This is an optimization exercise on Yosys and OpenROAD, whose aim is small area, not a production implementation. The RTL was checked by simulation tests, not by an equivalence proof against the original design. The flow treats the clock pin as an ideal source. Dropping or thinning the clock tree relies on that and would not hold on a real chip. Power and IR drop assume default switching activity.

==> inputs of v24 <==
## adc_verilog
module adc_verilog(CLK_IN, RST, SPI_MISO, AD_CONV, SPI_SCK, SPI_SS_B, AMP_CS,
	SF_CE0, FPGA_INIT_B, DAC_CS, SPI_MOSI, AMP_SHDN, DATA);
	input CLK_IN;
	input RST;
	input SPI_MISO;
	output AD_CONV;
	output SPI_SCK;
	output SPI_SS_B;
	output AMP_CS;
	output SF_CE0;
	output FPGA_INIT_B;
	output DAC_CS;
	output SPI_MOSI;
	output AMP_SHDN;
	output [13:0] DATA;
	wire n5;
	wire n6;
	wire n8;
	wire n10;
	wire n11;
	wire n12;
	wire n13;
	wire n14;
	wire n15;
	wire n16;
	wire n17;
	wire n18;
	wire n19;
	wire n20;
	wire n21;
	wire n22;
	wire n23;
	wire n24;
	wire n25;
	wire n26;
	wire n27;
	wire n28;
	wire n29;
	wire n30;
	wire n31;
	wire n32;
	wire n33;
	wire n34;
	wire n35;
	wire n36;
	wire n37;
	wire n38;
	wire n39;
	wire n40;
	wire n41;
	wire n42;
	wire n43;
	wire n44;
	wire n45;
	wire n46;
	wire n47;
	wire n48;
	wire n49;
	wire n50;
	wire n51;
	wire n52;
	wire n53;
	wire n54;
	wire n55;
	wire n56;
	wire n57;
	wire n58;
	wire n59;
	wire n60;
	wire n61;
	wire n62;
	wire n63;
	wire n64;
	wire n65;
	wire n66;
	wire n67;
	wire n68;
	wire n69;
	wire n70;
	wire n71;
	wire n72;
	wire n73;
	wire n74;
	wire n75;
	wire n76;
	wire n77;
	wire n78;
	wire n79;
	wire n80;
	wire n81;
	wire n82;
	wire n83;
	wire n84;
	wire n85;
	wire n86;
	wire n87;
	wire n88;
	wire n89;
	wire n90;
	wire n91;
	wire n92;
	wire n93;
	wire n94;
	wire n95;
	wire n96;
	wire n97;
	wire n98;
	wire n99;
	wire n100;
	wire n101;
	wire n102;
	wire n103;
	wire n104;
	wire n105;
	wire n106;
	wire n107;
	wire n108;
	wire n109;
	wire n110;
	wire n111;
	wire n112;
	wire n113;
	wire n114;
	wire n115;
	wire n116;
	wire n117;
	wire n118;
	wire n119;
	wire n120;
	wire n121;
	wire n7 = 1'b1;
	wire n9 = 1'b0;
	reg r_q_0;
	always @(posedge CLK_IN) r_q_0 <= n76;
	assign n25 = r_q_0;
	reg r_q_1;
	always @(posedge CLK_IN) r_q_1 <= n56;
	assign n27 = r_q_1;
	reg r_H_0;
	always @(posedge CLK_IN) r_H_0 <= n75;
	assign n40 = r_H_0;
	reg r_H_1;
	always @(posedge CLK_IN) r_H_1 <= n72;
	assign n29 = r_H_1;
	reg r_H_2;
	always @(posedge CLK_IN) r_H_2 <= n70;
	assign n35 = r_H_2;
	reg r_H_3;
	always @(posedge CLK_IN) r_H_3 <= n68;
	assign n37 = r_H_3;
	reg r_H_4;
	always @(posedge CLK_IN) r_H_4 <= n64;
	assign n38 = r_H_4;
	reg r_DATA_0;
  ...
clock: 10.0 ns
lec_check: 0
cap_margin: 20
core_area: 2 2 59 59
die_area: 0 0 61 61
gpl_timing_driven: 0
slew_margin: 20
synth_hierarchical: 1
standard.sh (not shown) runs the stock make flow with config.mk's settings and CLKGATE_MAP_FILE= SYNTH_SCRIPT=/design/flow/synth_recipe.tcl, a recipe that flattens the netlist after the stock synthesis.
==> flow/flow/run.sh <==
#!/bin/bash
# Standard ORFS layout (the standard.sh) with:
#  - the smallest buffer on every port,
#  - synthesis buffers removed, combinational cells downsized and tie cells
#    merged after floorplan
#    (flow/downsize.tcl; the design has slack to spare),
#  - CTS's tree replaced by one level of clock buffers (flow/clock.tcl),
#  - tie cells left as synthesis made them.
# ORFS writes each step's full log under orfs/logs; make's output goes to flow.log.
set -euo pipefail
HERE=$(pwd)
export BUFFER_PORTS_ARGS="-buffer_cell sky130_fd_sc_hd__buf_1"
export POST_FLOORPLAN_TCL="$HERE/flow/downsize.tcl"
export POST_CTS_TCL="$HERE/flow/clock.tcl"
export CTS_ARGS="-sink_clustering_enable -repair_clock_nets -dont_use_dummy_load -buf_list sky130_fd_sc_hd__clkbuf_4 -root_buf sky130_fd_sc_hd__clkbuf_4 -sink_clustering_size 40 -sink_clustering_max_diameter 200"
export SKIP_REPAIR_TIE_FANOUT=1
bash standard.sh > "$HERE/flow.log" 2>&1
==> flow/flow/downsize.tcl <==
# Remove the buffers synthesis inserted (global placement does this only when
# it is timing driven), then give every combinational cell the smallest drive strength of its function.
# Flip-flops, tie cells, tap cells and buffers are left as they are.
remove_buffers
set db [ord::get_db]
set n 0
foreach inst [[ord::get_db_block] getInsts] {
  set master [$inst getMaster]
  set name [$master getName]
  if {![regexp {^(sky130_fd_sc_hd__[a-z0-9]+)_([0-9]+)$} $name -> base sz]} { continue }
  if {[regexp {__(df|edf|sdf|dl|conb|tap|fill|decap|buf|clkbuf|clkdly|dlygate|dlymetal)} $name]} { continue }
  set best $name
  set bestw [$master getWidth]
  foreach s {0 1 2 4 6 8 12 16} {
    set cm [$db findMaster ${base}_$s]
    if {$cm eq "NULL"} { continue }
    if {[$cm getWidth] < $bestw} {
      set best ${base}_$s
      set bestw [$cm getWidth]
    }
  }
  if {$best ne $name} {
    replace_cell [$inst getName] $best
    incr n
  }
}
puts "downsize.tcl: resized $n cells"

# One tie cell has both a high and a low output: let a single conb_1 drive
# every constant net.
set ties {}
foreach inst [[ord::get_db_block] getInsts] {
  if {[[$inst getMaster] getName] eq "sky130_fd_sc_hd__conb_1"} { lappend ties $inst }
}
if {[llength $ties] > 1} {
  set keep [lindex $ties 0]
  foreach inst [lrange $ties 1 end] {
    foreach pin {HI LO} {
      set net [[$inst findITerm $pin] getNet]
      if {$net eq "NULL"} { continue }
      set kt [$keep findITerm $pin]
      if {[$kt getNet] ne "NULL"} {
        # keep's pin is already used: move this net's loads onto keep's net
        set knet [$kt getNet]
        foreach it [$net getITerms] { if {[$it getInst] ne $inst} { $it disconnect; $it connect $knet } }
        foreach bt [$net getBTerms] { $bt disconnect; $bt connect $knet }
        [$inst findITerm $pin] disconnect
        odb::dbNet_destroy $net
      } else {
        [$inst findITerm $pin] disconnect
        $kt connect $net
      }
    }
    odb::dbInst_destroy $inst
  }
  puts "downsize.tcl: merged [llength $ties] tie cells into one"
}
Other scripts of this flow, unchanged in this note and not shown: flow/flow/clock.tcl
==> v31 (differences from v24) <==
--- a/flow/flow/run.sh
+++ b/flow/flow/run.sh
@@ -2,6 +2,5 @@
 # Standard ORFS layout (the standard.sh) with:
 #  - the smallest buffer on every port,
-#  - synthesis buffers removed, combinational cells downsized and tie cells
-#    merged after floorplan
+#  - combinational cells downsized and tie cells merged after floorplan
 #    (flow/downsize.tcl; the design has slack to spare),
 #  - CTS's tree replaced by one level of clock buffers (flow/clock.tcl),
--- a/flow/flow/downsize.tcl
+++ b/flow/flow/downsize.tcl
@@ -1,6 +1,4 @@
-# Remove the buffers synthesis inserted (global placement does this only when
-# it is timing driven), then give every combinational cell the smallest drive strength of its function.
+# Give every combinational cell the smallest drive strength of its function.
 # Flip-flops, tie cells, tap cells and buffers are left as they are.
-remove_buffers
 set db [ord::get_db]
 set n 0
- GPL_TIMING_DRIVEN: 0 -> not set
==> v2 (differences from v24) <==
--- a/flow/flow/run.sh
+++ b/flow/flow/run.sh
@@ -2,6 +2,5 @@
 # Standard ORFS layout (the standard.sh) with:
 #  - the smallest buffer on every port,
-#  - synthesis buffers removed, combinational cells downsized and tie cells
-#    merged after floorplan
+#  - combinational cells downsized and tie cells merged after floorplan
 #    (flow/downsize.tcl; the design has slack to spare),
 #  - CTS's tree replaced by one level of clock buffers (flow/clock.tcl),
==> results.txt <==
metric	v31	v24	v2
Slack of the critical path	6.39 ns	6.33 ns	6.33 ns
Delay of the slowest cell on the worst path	0.40 ns	0.41 ns	0.41 ns
Static leakage power	0.000560 uW	0.000554 uW	0.000554 uW
Share of the clock period used by the worst path after layout	36.1%	36.7%	36.7%
Max rail drop VDD	0.0744 mV	0.0537 mV	0.0537 mV
Layout cell share with drive strength beyond 1	2.16%	2.17%	2.17%
Comb power	26.3 uW	25.6 uW	25.6 uW
Synthesis-to-finish area growth	-3.40%	-3.74%	-3.74%
Register fraction of the total cell area	53.6%	53.8%	53.8%
Nets	145	144	144
Combined area of the multi-input logic cells	460 um2	463 um2	463 um2
Met2 usage	20.1%	22.9%	22.9%
Run status	no timing/DRC/antenna violations	no timing/DRC/antenna violations	no timing/DRC/antenna violations
Power density relative to cell area	190 nW/um2	191 nW/um2	191 nW/um2
Min cycle time layout	3.61 ns	3.67 ns	3.67 ns
GRT met3 Usage	2.99%	2.56%	2.56%
Minimum setup slack among reg-to-reg paths	7.49 ns	7.13 ns	7.13 ns
Routed len/inst	12.0 um	12.4 um	12.4 um
Final cell count without fillers	183	182	182
CP Data Arrival Time	1.61 ns	1.67 ns	1.67 ns
In every run of this note, the design's own scripts or RTL, not TritonCTS, make the clock network.

port drivers added, routing unchanged:
How much do the figures lean on ideal ports? The routed layouts below were timed once more, with nothing changed but the port constraints.
Step 1 (the two cells are an assumption about what drives the block):
set clk [get_ports {CLK_IN}]
set_driving_cell -lib_cell sky130_fd_sc_hd__clkbuf_16 $clk
set_driving_cell -lib_cell sky130_fd_sc_hd__buf_2 [delete_from_list [all_inputs] $clk]
Step 2, shift: input delay + t, output delay - t, t = (earliest + latest rising clock arrival at the registers) / 2. This alone moves slack from input paths to output paths.
Slacks: ideal / step 1 / step 2; pairs: ideal / step 1.
run	t (ns)	slack for setup (ns)	slew at the worst register clock pin (ns)
v24	0.197	6.326 / 6.294 / 6.490	0.11 / 0.11
v31	0.194	6.392 / 6.359 / 6.552	0.11 / 0.11
v2	0.197	6.326 / 6.294 / 6.490	0.11 / 0.11
After both steps setup and hold are still met in every run listed.
